Context: an optimization exercise on an open-source flow, tuned for small area. The choices shown serve that exercise and are no tape-out recipe. Only simulation tests tie the RTL to the original design; equivalence was not proved.

==> flow/design.v, too long to show whole: its modules and the start of the top module <==
// module dds_mod_dds: 170 lines
// module dds_mod_dds_sine: 826 lines
// module dp_mod: 1168 lines
module dp_mod
	(
	input signed [15:0] id_data,	 
	input [23:0] id_frec_por,		 
	input [15:0] id_im_am,			 
	input [15:0] id_im_fm,			 
	input ic_fm_am, 				 
	input ic_rst,					 
	input ic_val_data,
	input clk,
	output signed [15:0] od_data,	 
	output oc_val_data
	);
  // ...
==> flow/run.sh <==
#!/bin/bash
# synth_recipe.tcl (not shown) runs the flow's synth.tcl, then flattens the netlist and writes it again
# the make line also repeats each setting of config.mk as NAME=value (left out here)
make -C /OpenROAD-flow-scripts/flow DESIGN_CONFIG=/design/flow/config.mk WORK_HOME=/design/flow/orfs CLKGATE_MAP_FILE= SYNTH_SCRIPT=/design/flow/synth_recipe.tcl finish
==> flow/config.mk <==
export PLATFORM = sky130hd
export DESIGN_NAME = dp_mod
export DESIGN_NICKNAME = dp_mod
export VERILOG_FILES = /design/flow/design.v
export SDC_FILE = /design/flow/constraint.sdc
export NUM_CORES = 4
export LEC_CHECK = 0
export ABC_AREA = 1
export CAP_MARGIN = 20
export CORE_MARGIN = 2
export CORE_UTILIZATION = 25
export PLACE_DENSITY = 0.35
export SLEW_MARGIN = 20
export SYNTH_MEMORY_MAX_BITS = 131072
==> flow/constraint.sdc <==
create_clock -name core_clock -period 12.0 [get_ports {clk}]
set_input_delay 2.4000 -clock core_clock [delete_from_list [all_inputs] [get_ports {clk}]]
set_output_delay 2.4000 -clock core_clock [all_outputs]
set_load 0.01 [all_outputs]
==> run_results.csv, run 1 <==
group,metric,value,unit
placement,place_area,30280,sq um
clock_tree,clock_latency,0.58,ns
synthesis,syn_inst,3413,
cells_and_area,nMultiInputCombCells,2392,
floorplan,io_pins,93,
floorplan,die_h,333.7,um
status,outcome,"complete, no violations",
sta,fin_skew,0.03577,ns
detailed_routing,drt_iter0_drc,1930,
detailed_routing,firstDrtPassIters,7,
synthesis,synth_compound_area_frac,0.1540,
critical_path,cp_slowest_cell,"a2111oi_0",
detailed_routing,highest_layer,"met5",
detailed_routing,postRouteAntennaNets,0,
hold_path,hold_start,"d1[8]",
critical_path,end_kind,"flop",
grt,grt_max_degree,81,
detailed_routing,wl_met1,50390,um
detailed_routing,route.vias.total,23504,
synthesis,synth-xor-area-share,0.1069,
floorplan,dieWidth,333.7,um
floorplan,die-area,111400,sq um
==> run 2, diff against run 1 <==
--- a/flow/config.mk
+++ b/flow/config.mk
@@ -10,4 +10,4 @@
 export CORE_MARGIN = 2
-export CORE_UTILIZATION = 25
-export PLACE_DENSITY = 0.35
+export CORE_UTILIZATION = 55
+export PLACE_DENSITY = 0.65
 export SLEW_MARGIN = 20
==> run 2 against run 1 <==
Critical path depth up 1. Register-to-register slack about the same. Worst setup slack better by 0.015 ns. Non-clock buffer count shrank 18. Global-route usage is 20 points higher. Still clean on timing, DRC and antenna. Sequential cell count stayed put. Hold slack gained 0.0026 ns. Via count up 6.8%.
==> run_results.csv, run 2 <==
group,metric,value,unit
status,outcome,"complete, no violations",
critical_path,startpoint,"dds.z[13]",
sta,hold_viol,0,
placement,dp_worst_setup_slack,0.2677,ns
cells_and_area,multi_input_area,19560,sq um
clock_tree,cts.clk_slew.worst_paths,0.06,ns
clock_tree,cts_tree,"yes",
clock_tree,clock-root-buffer,"clkbuf_16",
critical_path,worstSetupStartpointType,"flop",
detailed_routing,via_per_inst,6.038,
floorplan,coreArea,48850,sq um
floorplan,die_h,226.3,um
floorplan,rows,81,
synthesis,ys.flop_type,"dfxtp_1",
placement,numPortBuffers,92,
placement,dp_hpwl,76200,um
synthesis,yosys_warnings,3,
sta,fmax,87.91,MHz
floorplan,die-area,51210,sq um
clock_tree,clock_path_buffers,3,
critical_path,reg2regPathDepth,48,
flow_run,cap_violations,0,
detailed_routing,detail_route.wl_per_cell,23.69,um
synthesis,synth_common_cells,"inv_1 (575), nand2_1 (408), fa_1 (336)",
cells_and_area,syn_to_final_growth,10.34,%
grt,grt-ovfl-total,0,
cells_and_area,fin_nets,4044,
sta,setup_violations,0,
synthesis,synthArstFlopShare,0,
detailed_routing,wl,98530,um
cells_and_area,most-common-layout-cells,"inv_1 (575), nand2_1 (408), fa_1 (336)",
cells_and_area,layout_commonest_cell,"inv_1",
synthesis,ys_ff_latch,230,
cells_and_area,drive_above_1_share,0.07985,
detailed_routing,route.vias.total,25113,
critical_path,crit_path_max_fanout,14,
synthesis,syn_area_per_cell,7.963,sq um
clock_tree,cts_sinks,230,
synthesis,yosysTopAreaCell,"fa_1",
floorplan,io_pins,93,
critical_path,cp_slowest_cell,"fa_1",
synthesis,synth_edf_count,0,
detailed_routing,drt_iter0_drc,3038,
synthesis,synth.distinct_cells,59,
detailed_routing,postRouteAntennaNets,0,
grt,antenna_found_initial,2,
detailed_routing,firstDrtPassIters,6,
sta,fin_skew,0.03702,ns
grt,grtUsageTotal,0.3893,
hold_path,hold_start,"dds.z0[2]",
floorplan,initial_core_util,0.5564,
sta,period_needed,11.38,ns
clock_tree,postCtsSetupRepairBufs,0,
synthesis,syn_inst,3413,
critical_path,crit_path_max_incr_delay,0.56,ns
synthesis,synthTopCellsByArea,"fa_1 (25%), dfxtp_1 (17%), xor2_1 (9.1%)",
synthesis,synth_area,27180,sq um
critical_path,end_kind,"flop",
hold_path,min_path_type,"reg2reg",
cells_and_area,fillerInstances,4364,
floorplan,dieWidth,226.3,um
critical_path,critical_path_required,12.42,ns
clock_tree,cts_buffers,23,
sta,slew_viol_final,0,
sta,rsz0062_at_grt,"no",
cells_and_area,reg_top3,"b0res (24), dds.acc (24)",
grt,grt_max_degree,41,
sta,worst_slack,0.6248,ns
grt,grt_pass1_wl,151100,um
synthesis,synthesis.nets,3979,
synthesis,yosys.cell_count.top_type,"inv_1",
sta,worst_pin_slew,1.053,ns
hold_path,min_path_cells,0,
cells_and_area,regArea,4604,sq um
sta,final.setup.tns,0,ns
synthesis,ys_seq_area_frac,0.1694,
detailed_routing,drc,0,
grt,grt_pass1_vias,25811,
sta,fin_crit_sh,0.9479,
placement,place_congestion,1.043,
critical_path,cp_common_cell,"fa_1",
clock_tree,clock_latency,0.54,ns
critical_path,r2r_start,"dds.z[13]",
synthesis,synth_top_cell_area_share,0.2475,
sta,holdWs,0.3255,ns
critical_path,crit_arrival,11.80,ns
sta,maxSlewHeadroom,0.2970,
clock_tree,htreeDepth,1,
critical_path,path_class,"reg2reg",
## run 2: worst paths after layout
path / end / slack (ns)
worst min-delay path: dds.z[2] / 0.33
worst min register to register: dds.z[2] / 0.33
worst max-delay path: dds.sin_r[11] / 0.62
worst max register to register: dds.sin_r[11] / 0.62
## run 2: final cells by class
cell class                 instances  share of cell area
clock inverter                    13            0.007260
timing repair buffer             213             0.06184
sequential                       230              0.1535
inverter                         618             0.07740
clock buffer                      28             0.01982
antenna                            1          0.00008345
multi-input combinational       2392              0.6524
tap                              664             0.02770
## run 2: repair_timing
item                                    CTS  global route
gates resized for setup                   0             1
hold buffers                              0             0
endpoints found under the setup margin    0             1
## run 2: logic make-up (layout without fill, tap and decap cells)
logic type,count (synthesis),after routing,synth area share
adders and majority gates,493,493,0.3195
AOI/OAI and AO/OA,676,676,0.1540
xor gates and xnor gates,324,324,0.1069
DFF,230,230,0.1694
other,0,1,0
and+or+nand+nor,890,890,0.1357
buffers and inverters,791,872,0.1112
muxes,9,9,0.003315
## run 2: per-layer routing
layer | GRT usage | up-vias | routed length [um] | part of all wire
met3 | 0.1011 | 336 | 11220 | 0.11
met2 | 0.6009 | 1594 | 43510 | 0.44
met1 | 0.5204 | 12171 | 39200 | 0.40
li1 | - | 11010 | - | -
met4 | 0.1604 | 2 | 4588 | 0.047
met5 | 0 | - | 9 | 0.000091
## run 2: through the flow
stage / cells / instance area, sq um / utilization
finish: 4159 / 29990 / 0.6139
global route: 4158 / 29990 / 0.6138
CTS: 4158 / 29980 / 0.6138
detailed placement: 4117 / 29170 / 0.5972
global placement: 4117 / 29170 / 0.5972
floorplan: 3413 / 27180 / -
## run 2: critical path: cells and delay by family, from the launching register on
kind	cells	cell delay (ns)
AO/OA/AOI/OAI	10	1.66
XOR/XNOR	1	0.12
adder cells (fa/ha/maj)	21	6.83
buffers and inverters	11	1.42
flip-flops	1	0.47
AND/OR/NAND/NOR	5	0.79
==> run 3, diff against run 2 <==
--- a/flow/config.mk
+++ b/flow/config.mk
@@ -11,2 +11,4 @@
 export CORE_UTILIZATION = 55
+export CTS_CLUSTER_DIAMETER = 70
+export CTS_CLUSTER_SIZE = 30
 export PLACE_DENSITY = 0.65
==> run 3 against run 2 <==
Still clean on timing, DRC and antenna. Register-to-register slack lost 0.02 ns. Sequential share of layout area grew 0.16 points. Global-route usage shrank 0.11 points.
==> run_results.csv, run 3 <==
group,metric,value,unit
sta,fmax,87.73,MHz
critical_path,crit_path_max_fanout,14,
synthesis,synth.distinct_cells,59,
synthesis,synth_edf_count,0,
floorplan,die_h,226.3,um
detailed_routing,wl_met3,11240,um
detailed_routing,detail_route.wl_per_cell,23.72,um
floorplan,coreArea,48850,sq um
critical_path,cp_slowest_cell,"fa_1",
clock_tree,clock_latency,0.51,ns
detailed_routing,drt_iter0_drc,3179,
sta,fin_crit_sh,0.9499,
floorplan,io_pins,93,
placement,dp_hpwl,76200,um
clock_tree,cts.clk_slew.worst_paths,0.11,ns
placement,place_congestion,1.043,
synthesis,synth_area,27180,sq um
synthesis,synthesis.nets,3979,
floorplan,rows,81,
detailed_routing,drc,0,
sta,rsz0062_at_grt,"no",
grt,antenna_found_initial,2,
synthesis,synth_top_family_by_area,"adder cells",
cells_and_area,most-common-layout-cells,"inv_1 (575), nand2_1 (408), fa_1 (336)",
synthesis,syn_area_per_cell,7.963,sq um
synthesis,syn_inst,3413,
sta,worst_pin_slew,1.025,ns
synthesis,synth_common_cells,"inv_1 (575), nand2_1 (408), fa_1 (336)",
synthesis,yosysTopAreaCell,"fa_1",
clock_tree,postCtsSetupRepairBufs,0,
clock_tree,clock-root-buffer,"clkbuf_16",
status,outcome,"complete, no violations",
placement,numPortBuffers,92,
hold_path,min_path_type,"reg2reg",
synthesis,synth_compound_area_frac,0.1540,
clock_tree,htreeDepth,1,
floorplan,initial_core_util,0.5564,
cells_and_area,fin_nets,4035,
detailed_routing,wl_met1,39100,um
sta,setup_violations,0,
cells_and_area,layout_commonest_cell,"inv_1",
critical_path,end_kind,"flop",
synthesis,synthArstFlopShare,0,
cells_and_area,regArea,4604,sq um
detailed_routing,wl,98230,um
synthesis,yosys.area_share.simple,0.1357,
clock_tree,cts_buffers,14,
critical_path,crit_path_max_incr_delay,0.56,ns
synthesis,yosys.cell_count.top_type,"inv_1",
synthesis,synth_fa_ha_area_frac,0.3195,
sta,slew_viol_final,0,
cells_and_area,multi_input_area,19560,sq um
cells_and_area,reg_top3,"b0res (24), dds.acc (24)",
critical_path,cp_common_cell,"fa_1",
clock_tree,cts_sinks,230,
critical_path,cp.buffers_inverters,11,
critical_path,crit_family,"adder cells",
grt,grt_pass1_vias,25740,
floorplan,die-area,51210,sq um
sta,worst_slack,0.6011,ns
grt,grt_pass1_wl,150900,um
synthesis,synth_top_cell_area_share,0.2475,
synthesis,synth_mux_area_frac,0.003315,
cells_and_area,fillerInstances,4410,
grt,grtUsageTotal,0.3882,
synthesis,synth-xor-area-share,0.1069,
critical_path,path_class,"reg2reg",
critical_path,critical_path_required,12.42,ns
grt,grt_max_degree,41,
floorplan,dieWidth,226.3,um
detailed_routing,wl_met2,43330,um
cells_and_area,drive_above_1_share,0.07626,
clock_tree,cts_tree,"yes",
sta,maxSlewHeadroom,0.3155,
critical_path,crit_arrival,11.82,ns
synthesis,ys_ff_latch,230,
grt,grt-ovfl-total,0,
sta,period_needed,11.40,ns
detailed_routing,via_per_inst,6.066,
cells_and_area,syn_to_final_growth,9.217,%
detailed_routing,route.vias.total,25119,
synthesis,ys_seq_area_frac,0.1694,
detailed_routing,highest_layer,"met4",
detailed_routing,postRouteAntennaNets,0,
sta,final.setup.tns,0,ns
flow_run,cap_violations,0,
sta,hold_viol,0,
critical_path,worstSetupStartpointType,"flop",
synthesis,yosys_warnings,3,
detailed_routing,firstDrtPassIters,8,
placement,dp_worst_setup_slack,0.2677,ns
sta,fin_skew,0.02308,ns
synthesis,ys.flop_type,"dfxtp_1",
synthesis,synthTopCellsByArea,"fa_1 (25%), dfxtp_1 (17%), xor2_1 (9.1%)",
clock_tree,clock_path_buffers,3,
run 3: per-stage QoR:
step                      instances  hold slack [ns]    util  cell area (sq um)
final                          4141           0.3353  0.6077              29680
after global routing           4139           0.3206  0.6076              29680
after CTS                      4139           0.3276  0.6075              29680
after detailed placement       4117           0.3121  0.5972              29170
after global placement         4117           0.3096  0.5972              29170
after floorplan                3413           0.3096       -              27180
run 3: layer usage:
layer,vias to the layer above,track usage
li1,10970,-
met1,12164,0.5248
met2,1650,0.5974
met3,335,0.09447
met4,0,0.1594
met5,-,0
run 3: what timing repair did:
action	4_1_cts	5_1_grt
setup endpoints to repair	0	6
hold buffers	0	0
gates resized for setup	0	2
endpoints found under the hold margin	0	0
run 3: area by class of cell:
type / count / share of cell area
inverter: 618 / 0.07819
clock inverter: 7 / 0.004342
multi-input combinational: 2392 / 0.6591
clock buffer: 15 / 0.01265
antenna: 2 / 0.0001686
tap: 664 / 0.02799
sequential: 230 / 0.1551
timing repair buffer: 213 / 0.06247
run 3: worst paths after layout:
| check | endpoint | startpoint | slack, ns | cells past startpoint |
|---|---|---|---|---|
| max | dds.sin_r[11] | dds.z[13] | 0.60 | 48 |
| min | d1[9] | d0[9] | 0.34 | 0 |
| max reg2reg | dds.sin_r[11] | dds.z[13] | 0.60 | 48 |
| min reg2reg | d1[9] | d0[9] | 0.34 | 0 |
run 3: kinds of logic (layout without fill, tap and decap cells):
kind of cell,after synthesis,count (layout)
and+or+nand+nor,890,890
muxes,9,9
adders and majority gates,493,493
other,0,2
buffers and inverters,791,853
xor gates and xnor gates,324,324
DFF,230,230
AOI/OAI and AO/OA,676,676
==> run 4, diff against run 3 <==
==> flow/flow/run.sh (new file) <==
#!/bin/bash
# Own flow: the standard layout, unchanged (probe).
set -o pipefail
cd "$(dirname "$0")/.." 2>/dev/null || true
ls -la > ls.log 2>&1
bash standard.sh > standard.log 2>&1
==> flow/standard.sh (new file) <==
#!/bin/bash
# synth_recipe.tcl (not shown) runs the flow's synth.tcl, then flattens the netlist and writes it again
# the make line also repeats each setting of config.mk as NAME=value (left out here)
make -C /OpenROAD-flow-scripts/flow DESIGN_CONFIG=/design/flow/config.mk WORK_HOME=/design/flow/orfs CLKGATE_MAP_FILE= SYNTH_SCRIPT=/design/flow/synth_recipe.tcl "${@:-finish}"
--- a/flow/config.mk
+++ b/flow/config.mk
@@ -11,4 +11,2 @@
 export CORE_UTILIZATION = 55
-export CTS_CLUSTER_DIAMETER = 70
-export CTS_CLUSTER_SIZE = 30
 export PLACE_DENSITY = 0.65
removed: flow/run.sh
==> run 4 against run 3 <==
Still clean. Synthesized cell count stayed put. Non-clock buffer count stayed put. Worst setup slack improved by 0.024 ns. Cell count grew 0.43%. Global-route usage up 0.11 points. Count of clock-buffer cells in the layout up 13. Critical path type unchanged. Critical endpoint unchanged.
==> run_results.csv, run 4 <==
group,metric,value,unit
status,outcome,"complete, no violations",
flow_run,cap_violations,0,
cells_and_area,most-common-layout-cells,"inv_1 (575), nand2_1 (408), fa_1 (336)",
detailed_routing,wl,98530,um
clock_tree,cts_buffers,23,
grt,grt_pass1_vias,25811,
sta,fin_crit_sh,0.9479,
clock_tree,clock-root-buffer,"clkbuf_16",
cells_and_area,fin_nets,4044,
clock_tree,clock_path_buffers,3,
sta,rsz0062_at_grt,"no",
synthesis,ys.flop_type,"dfxtp_1",
cells_and_area,regArea,4604,sq um
cells_and_area,stdcell_area,29990,sq um
synthesis,synth_edf_count,0,
synthesis,synthArstFlopShare,0,
cells_and_area,drive_above_1_share,0.07985,
clock_tree,postCtsHoldBufs,0,
synthesis,synth.distinct_cells,59,
floorplan,initial_core_util,0.5564,
critical_path,crit_arrival,11.80,ns
synthesis,synth_top_cell_area_share,0.2475,
sta,period_needed,11.38,ns
cells_and_area,multi_input_area,19560,sq um
detailed_routing,via_per_inst,6.038,
sta,maxSlewHeadroom,0.2970,
critical_path,worstSetupStartpointType,"flop",
grt,grt-ovfl-total,0,
critical_path,cp_common_cell,"fa_1",
critical_path,critical_path_required,12.42,ns
floorplan,io_pins,93,
clock_tree,clock_latency,0.54,ns
critical_path,cp.buffers_inverters,11,
sta,fin_skew,0.03702,ns
grt,antenna_found_initial,2,
clock_tree,postCtsSetupRepairBufs,0,
clock_tree,cts_tree,"yes",
detailed_routing,postRouteAntennaNets,0,
hold_path,min_path_type,"reg2reg",
sta,setup_violations,0,
detailed_routing,drt_iter0_drc,3038,
sta,worst_pin_slew,1.053,ns
grt,grt_pass1_wl,151100,um
critical_path,path_class,"reg2reg",
clock_tree,cts.clk_slew.worst_paths,0.06,ns
critical_path,crit_path_max_fanout,14,
synthesis,yosys_warnings,3,
critical_path,crit_family,"adder cells",
cells_and_area,layout_commonest_cell,"inv_1",
detailed_routing,detail_route.wl_per_cell,23.69,um
cells_and_area,fin_util,0.6139,
grt,grtUsageTotal,0.3893,
placement,place_congestion,1.043,
floorplan,rows,81,
synthesis,synthesis.nets,3979,
floorplan,dieWidth,226.3,um
detailed_routing,firstDrtPassIters,6,
synthesis,ys_ff_latch,230,
cells_and_area,fillerInstances,4364,
sta,fmax,87.91,MHz
synthesis,synth_common_cells,"inv_1 (575), nand2_1 (408), fa_1 (336)",
cells_and_area,reg_top3,"b0res (24), dds.acc (24)",
synthesis,yosysTopAreaCell,"fa_1",
sta,holdWs,0.3255,ns
detailed_routing,drc,0,
synthesis,syn_area_per_cell,7.963,sq um
sta,slew_viol_final,0,
synthesis,syn_inst,3413,
synthesis,synth_area,27180,sq um
grt,grt_max_degree,41,
clock_tree,htreeDepth,1,
detailed_routing,route.vias.total,25113,
synthesis,ys_seq_area_frac,0.1694,
synthesis,yosys.cell_count.top_type,"inv_1",
placement,place_area,29170,sq um
critical_path,end_kind,"flop",
critical_path,crit_path_max_incr_delay,0.56,ns
placement,numPortBuffers,92,
cells_and_area,syn_to_final_growth,10.34,%
sta,hold_viol,0,
placement,dp_hpwl,76200,um
sta,final.setup.tns,0,ns
floorplan,die-area,51210,sq um
clock_tree,cts_sinks,230,
synthesis,synthTopCellsByArea,"fa_1 (25%), dfxtp_1 (17%), xor2_1 (9.1%)",
floorplan,coreArea,48850,sq um
floorplan,die_h,226.3,um
critical_path,cp_slowest_cell,"fa_1",
-- run 4: layer usage --
metal  wire length [um]  up-vias  global-route usage
met5                  9        -                   0
met4               4588        2              0.1604
met3              11220      336              0.1011
met2              43510     1594              0.6009
met1              39200    12171              0.5204
li1                   -    11010                   -
-- run 4: final timing paths --
| check | startpoint | endpoint | slack, ns | cells after the start |
|---|---|---|---|---|
| worst max-delay path | dds.z[13] | dds.sin_r[11] | 0.62 | 48 |
| worst min-delay path | dds.z0[2] | dds.z[2] | 0.33 | 0 |
| worst max register to register | dds.z[13] | dds.sin_r[11] | 0.62 | 48 |
| worst min register to register | dds.z0[2] | dds.z[2] | 0.33 | 0 |
-- run 4: final cells by class --
cell class,count,area share
multi-input cells,2392,0.6524
flip-flops and latches,230,0.1535
inverters,618,0.07740
repair buffers,213,0.06184
well taps,664,0.02770
clock buffers,28,0.01982
clock inverters,13,0.007260
diodes,1,0.00008345
-- run 4: through the flow --
stage               setup WS, ns  std cells
detailed placement        0.2677       4117
floorplan                  1.014       3413
CTS                       0.7169       4158
finish                    0.6248       4159
global route            0.002720       4158
global placement          0.4002       4117
-- run 4: cell families after synthesis --
logic type | synth area share
AO/OA/AOI/OAI | 0.1540
XOR/XNOR | 0.1069
multiplexers | 0.003315
AND/OR/NAND/NOR | 0.1357
adder cells (fa/ha/maj) | 0.3195
buffers and inverters | 0.1112
flip-flops | 0.1694
-- run 4: timing repair --
action | CTS | global route
endpoints found under the hold margin | 0 | 0
endpoints found under the setup margin | 0 | 1
gates resized for setup | 0 | 1
==> run 5, diff against run 4 <==
==> flow/flow/run.sh (replaced) <==
#!/bin/bash
set -euo pipefail
R=orfs/results/sky130hd/dp_mod/base
bash standard.sh synth > standard_synth.log 2>&1
cp "$R/1_2_yosys.v" 1_2_yosys.std.v
python3 flow/invopt.py 1_2_yosys.std.v "$R/1_2_yosys.v" > invopt.log 2>&1
rm -f "$R/1_synth.odb"
bash standard.sh > standard.log 2>&1
==> flow/flow/invopt.py (new file) <==
#!/usr/bin/env python3
"""Inverter minimisation on a yosys gate-level netlist (sky130hd cells).
Full adders are self-dual: complementing all three inputs complements both outputs, so
each FA may be flipped. XOR2/XNOR2 absorb input inversions and may flip their output by
swapping xor2<->xnor2 (same footprint family). Inverter chains are collapsed and rebuilt
so that each signal needs at most one inverter. Registers and all other cells are kept.
usage: invopt.py in.v out.v"""
import re, sys, random
src=open(sys.argv[1]).read()
m=re.search(r'(module\s+\w+\s*\(.*?\);)(.*?)(endmodule)',src,re.S)
head,body,tail=m.group(1),m.group(2),m.group(3)
# split body into statements
stmts=[s.strip() for s in re.split(r';\s*\n',body) if s.strip()]
decls=[]; cells=[]
cellre=re.compile(r'^(\S+)\s+(\S+|\\\S+\s)\s*\((.*)\)$',re.S)
portnets=set(); outports=set(); inports=set()
for s in stmts:
    if re.match(r'^(input|output|wire|inout)\b',s):
        decls.append(s)
        mm=re.match(r'^(input|output)\s*(\[(\d+):(\d+)\])?\s*(\S+)$',s)
        if mm:
            nm=mm.group(5)
            if mm.group(2):
                hi,lo=int(mm.group(3)),int(mm.group(4))
                bits=[f"{nm}[{i}]" for i in range(min(hi,lo),max(hi,lo)+1)]
            else: bits=[nm]
            (outports if mm.group(1)=='output' else inports).update(bits)
        continue
    if s.startswith('assign'): raise SystemExit('assign not supported')
    mm=cellre.match(s)
    if not mm: raise SystemExit('cannot parse: '+s[:200])
    typ,name,pins=mm.group(1),mm.group(2).strip(),mm.group(3)
    pd={}
    for p,n in re.findall(r'\.(\w+)\(\s*((?:\\\S+\s)|[^()]*?)\s*\)',pins):
        pd[p]=n.strip()
    cells.append([typ,name,pd])
def short(t): return t.replace('sky130_fd_sc_hd__','')
OUTP={'X','Y','Q','Q_N','SUM','COUT','HI','LO'}
def is_inv(t): return re.match(r'(clk)?inv_\d+$',short(t)) is not None
def is_fa(t): return re.match(r'fa_\d+$',short(t)) is not None
def is_xor(t): return re.match(r'x(n)?or2_\d+$',short(t)) is not None
def netkey(n): return n
drv={}
for i,(t,nm,pd) in enumerate(cells):
    for p,n in pd.items():
        if p in OUTP: drv[n]=(i,p)
# inverters to collapse: those whose output is not a port
collapse=set()
for i,(t,nm,pd) in enumerate(cells):
    if is_inv(t) and pd['Y'] not in outports: collapse.add(i)
def root(n):
    par=0; seen=0
    while n in drv and drv[n][0] in collapse:
        i=drv[n][0]; n=cells[i][2]['A']; par^=1; seen+=1
        if seen>1000: raise SystemExit('loop')
    return n,par
# loads: list of (cell idx, pin, root, parity)
loads=[]
for i,(t,nm,pd) in enumerate(cells):
    if i in collapse: continue
    for p,n in pd.items():
        if p in OUTP: continue
        if n.startswith("1'") or n=='' : continue
        r,par=root(n)
        loads.append((i,p,r,par))
# output ports driven by collapsed inverters? (excluded from collapse) ; output ports driven directly are fine
# variables
var={}  # cell idx -> 0/1 flip
for i,(t,nm,pd) in enumerate(cells):
    if i in collapse: continue
    if is_fa(t) or is_xor(t): var[i]=0
def drvflip(r):
    if r in drv:
        i,p=drv[r]
        if i in var: return var[i]
    return 0
loads_by_root={}
for L in loads: loads_by_root.setdefault(L[2],[]).append(L)
def needs(L):
    i,p,r,par=L
    t=cells[i][0]
    if is_xor(t) and i in var: return 0
    lf=var.get(i,0) if is_fa(t) else 0
    return par ^ lf ^ drvflip(r)
def rootcost(r):
    return 1 if any(needs(L) for L in loads_by_root.get(r,[])) else 0
# roots affected by a var: its output nets and its input roots
aff={}
for i in var:
    rs=set()
    for p,n in cells[i][2].items():
        if p in OUTP: rs.add(n)
    for L in loads:
        pass
    aff[i]=rs
for L in loads:
    if L[0] in var: aff[L[0]].add(L[2])
allroots=set(loads_by_root)
def total(): return sum(rootcost(r) for r in allroots)
c0=total(); print('inverters before (roots needing complement):',c0,'original inverter cells:',len(collapse),file=sys.stderr)
random.seed(1)
import math
order=list(var)
cur=total(); best=cur; bestvar=dict(var)
T=1.0
for step in range(200000):
    i=random.choice(order)
    before=sum(rootcost(r) for r in aff[i])
    var[i]^=1
    after=sum(rootcost(r) for r in aff[i])
    d=after-before
    if d<=0 or random.random()<math.exp(-d/T):
        cur+=d
        if cur<best: best=cur; bestvar=dict(var)
    else: var[i]^=1
    T=max(0.02,1.0*(1-step/150000))
var.update(bestvar)
c1=total(); print('after:',c1,file=sys.stderr)
# emit
newcells=[]; newwires=[]; invnet={}
def inv_of(r):
    if r not in invnet:
        k=len(invnet); n=f"_invopt_{k}_"; invnet[r]=n; newwires.append(n)
        newcells.append(('sky130_fd_sc_hd__inv_1',f"_invopt_c{k}_",{'A':r,'Y':n}))
    return invnet[r]
load_map={}
for L in loads:
    i,p,r,par=L
    t=cells[i][0]
    if is_xor(t) and i in var:
        load_map[(i,p)]=(r, par ^ drvflip(r))  # connect root directly; record delivered inversion
    else:
        load_map[(i,p)]=(inv_of(r) if needs(L) else r, 0)
out=[]
for i,(t,nm,pd) in enumerate(cells):
    if i in collapse: continue
    pd=dict(pd)
    if is_xor(t) and i in var:
        d=0
        for p in list(pd):
            if p in OUTP: continue
            if (i,p) in load_map:
                n,dv=load_map[(i,p)]; pd[p]=n; d^=dv
        orig_xnor = 'xnor' in short(t)
        new_xnor = orig_xnor ^ var[i] ^ d
        drive=short(t).split('_')[-1]
        t=f"sky130_fd_sc_hd__{'xnor2' if new_xnor else 'xor2'}_{drive}"
        onet=pd.pop('X',None) or pd.pop('Y')
        pd['Y' if new_xnor else 'X']=onet
    else:
        for p in list(pd):
            if (i,p) in load_map: pd[p]=load_map[(i,p)][0]
    out.append((t,nm,pd))
out+=newcells
def emit(t,nm,pd):
    ps=",\n".join(f"    .{p}({n} )" for p,n in pd.items())
    return f"  {t} {nm} (\n{ps}\n  );"
# FA flips: output nets unchanged names; their loads were computed with flips. Note an FA output that
# feeds a port directly (not through inverter) with flip=1 would be wrong: guard
for i in var:
    if var[i] and is_fa(cells[i][0]):
        for p,n in cells[i][2].items():
            if p in OUTP and n in outports: raise SystemExit('flipped FA drives port')
    if var[i] and is_xor(cells[i][0]):
        for p,n in cells[i][2].items():
            if p in OUTP and n in outports: raise SystemExit('flipped XOR drives port')
res=head+"\n"+"\n".join("  "+d+" ;" for d in decls)+"\n"+"\n".join(f"  wire {w} ;" for w in newwires)+"\n"+"\n".join(emit(*c) for c in out)+"\n"+tail+"\n"
open(sys.argv[2],'w').write(res)
print('inverter cells after:',len(newcells),file=sys.stderr)
--- a/flow/config.mk
+++ b/flow/config.mk
@@ -11,2 +11,4 @@
 export CORE_UTILIZATION = 55
+export CTS_CLUSTER_DIAMETER = 70
+export CTS_CLUSTER_SIZE = 30
 export PLACE_DENSITY = 0.65
==> run 5 against run 4 <==
Still clean on timing, DRC and antenna. Count of clock-buffer cells in the layout down 12. Sequential cell count is the same. Design area shrank 2.2%. First-iteration DRC count increased by 10%. Area after synthesis shrank 3.4%. Highest routed layer unchanged.
==> run_results.csv, run 5 <==
group,metric,value,unit
detailed_routing,wl,97060,um
clock_tree,htreeDepth,1,
cells_and_area,syn_to_final_growth,11.69,%
critical_path,startpoint,"id_im_am[8]",
synthesis,syn_inst,3167,
floorplan,dieWidth,222.5,um
detailed_routing,wl_met1,37590,um
floorplan,die-area,49500,sq um
synthesis,synthesis.nets,3733,
grt,grt_pass1_vias,25031,
detailed_routing,via_per_inst,6.221,
floorplan,coreArea,47450,sq um
sta,worst_pin_slew,1.190,ns
cells_and_area,reg_top3,"b0res (24), dds.acc (24)",
sta,fin_crit_sh,0.9558,
detailed_routing,wl_met3,10310,um
sta,maxSlewHeadroom,0.2039,
clock_tree,cts_buffers,14,
detailed_routing,route.vias.total,24413,
placement,dp_worst_setup_slack,-0.08445,ns
grt,grt_pass1_wl,149000,um
placement,numPortBuffers,92,
grt,antenna_found_initial,3,
synthesis,synth_area,26260,sq um
critical_path,worstSetupStartpointType,"input pin",
critical_path,r2r_start,"dds.z[13]",
detailed_routing,drt_iter0_drc,3350,
critical_path,crit_arrival,11.86,ns
critical_path,reg2reg_slack,0.72,ns
sta,rsz0062_at_grt,"no",
floorplan,die_h,222.5,um
grt,grt_max_degree,64,
detailed_routing,drc,0,
hold_path,min_path_type,"reg2reg",
critical_path,crit_path_max_incr_delay,0.56,ns
flow_run,cap_violations,0,
cells_and_area,stdcell_area,29320,sq um
clock_tree,cts.clk_slew.worst_paths,0.10,ns
floorplan,io_pins,93,
detailed_routing,wl_met2,43590,um
placement,dp_hpwl,75410,um
cells_and_area,most-common-layout-cells,"nand2_1 (408), inv_1 (371), fa_1 (336)",
clock_tree,clock_path_buffers,3,
clock_tree,cts_sinks,230,
clock_tree,postCtsHoldBufs,0,
placement,place_congestion,1.081,
cells_and_area,fin_util,0.6180,
cells_and_area,layout_commonest_cell,"nand2_1",
critical_path,critical_path_required,12.39,ns
sta,setup_violations,0,
detailed_routing,postRouteAntennaNets,0,
cells_and_area,drive_above_1_share,0.09671,
grt,grt-ovfl-total,0,
clock_tree,cts_tree,"yes",
sta,period_needed,11.47,ns
clock_tree,ctsResizeCount,0,
grt,grtUsageTotal,0.3936,
sta,fmax,87.18,MHz
critical_path,crit_path_max_fanout,7,
clock_tree,clock-root-buffer,"clkbuf_16",
cells_and_area,fin_nets,3870,
floorplan,rows,80,
status,outcome,"complete, no violations",
critical_path,path_class,"in2reg",
detailed_routing,highest_layer,"met5",
sta,worst_slack,0.5301,ns
clock_tree,postCtsSetupRepairBufs,0,
cells_and_area,antenna_cells,0,
critical_path,cp_common_cell,"fa_1",
clock_tree,clock_latency,0.52,ns
sta,fin_skew,0.03885,ns
floorplan,initial_core_util,0.5534,
sta,hold_viol,0,
detailed_routing,firstDrtPassIters,8,
synthesis,syn_area_per_cell,8.290,sq um
sta,slew_viol_final,0,
critical_path,cp_slowest_cell,"fa_1",
hold_path,hold_start,"d0[6]",
placement,place_area,28820,sq um
synthesis,yosys_warnings,3,
critical_path,end_kind,"flop",
detailed_routing,detail_route.wl_per_cell,24.73,um
-- run 5: cell count changes in the layout (fill, tap and decap cells not counted), sizes merged --
cell and change:
xor2 -105, clkinv -16, diode -1, xnor2 +105
buf +81, inv -233, clkbuf -12, bufinv -5
-- run 5: layer usage --
layer	up-vias	track usage
li1	10641	-
met2	1538	0.6191
met1	11858	0.5237
met3	370	0.08027
met5	-	0
met4	6	0.1819
-- run 5: path summary, 6_finish.rpt --
check,end,cells after the start
max,mr[14],32
min,d1[6],0
max reg2reg,dds.sin_r[10],39
min reg2reg,d1[6],0
-- run 5: worst max-delay path, delay by kind of cell --
kind,cells,cell delay (ns)
xor+xnor,3,0.50
compound gates,3,0.60
buf+inv,3,0.64
fa+ha+maj,18,7.33
simple gates,5,0.36
-- run 5: area by class of cell --
| class | count | area [sq um] |
|---|---|---|
| Multi-Input combinational cell | 2392 | 19570 |
| Fill cell | 4107 | 18120 |
| Clock buffer | 16 | 389.1 |
| Sequential cell | 230 | 4604 |
| Clock inverter | 5 | 118.9 |
| Timing Repair Buffer | 294 | 2475 |
| Tap cell | 615 | 769.5 |
| Inverter | 372 | 1396 |
-- run 5: through the flow --
step                      setup TNS [ns]  std cells  hold slack, ns
after global routing                   0       3924          0.3312
after detailed placement        -0.08445       3903          0.3121
after global placement                 0       3903          0.3097
after floorplan                        0       3167          0.3096
final                                  0       3924          0.3266
after CTS                              0       3924          0.3270

-- port drivers added, routing unchanged --
Ports are ideal in the flow. The routed layouts listed here were re-timed in OpenROAD. Step 1 (the two cells are an assumption about what drives the block):
set clk [get_ports {clk}]
set_driving_cell -lib_cell sky130_fd_sc_hd__clkbuf_16 $clk
set_driving_cell -lib_cell sky130_fd_sc_hd__buf_2 [delete_from_list [all_inputs] $clk]
Step 2 adds t to the input delays and takes it off the output delays; t is the mean of the earliest and latest rising clock arrival at the registers after step 1. Input paths then give back, and output paths get back, about the clock's delay inside the block. a / b / c = ideal ports / drivers / drivers and shift; a / b = the first two.
run	t (ns)	setup slack, ns	clock arrival spread, ns	slew at the worst register clock pin (ns)
run 1	0.619	0.610 / 0.610 / 0.349	0.036 / 0.037	0.08 / 0.08
run 2	0.579	0.625 / 0.625 / 0.363	0.037 / 0.037	0.07 / 0.07
run 3	0.561	0.601 / 0.601 / 0.398	0.024 / 0.024	0.11 / 0.11
run 4	0.579	0.625 / 0.625 / 0.363	0.037 / 0.037	0.07 / 0.07
run 5	0.549	0.530 / 0.559 / 0.010	0.039 / 0.039	0.12 / 0.12
After both steps setup and hold are still met in every run listed. The setup slack of run 5, which loses most, moves by +0.029 ns with the drivers and by -0.520 ns with both steps.
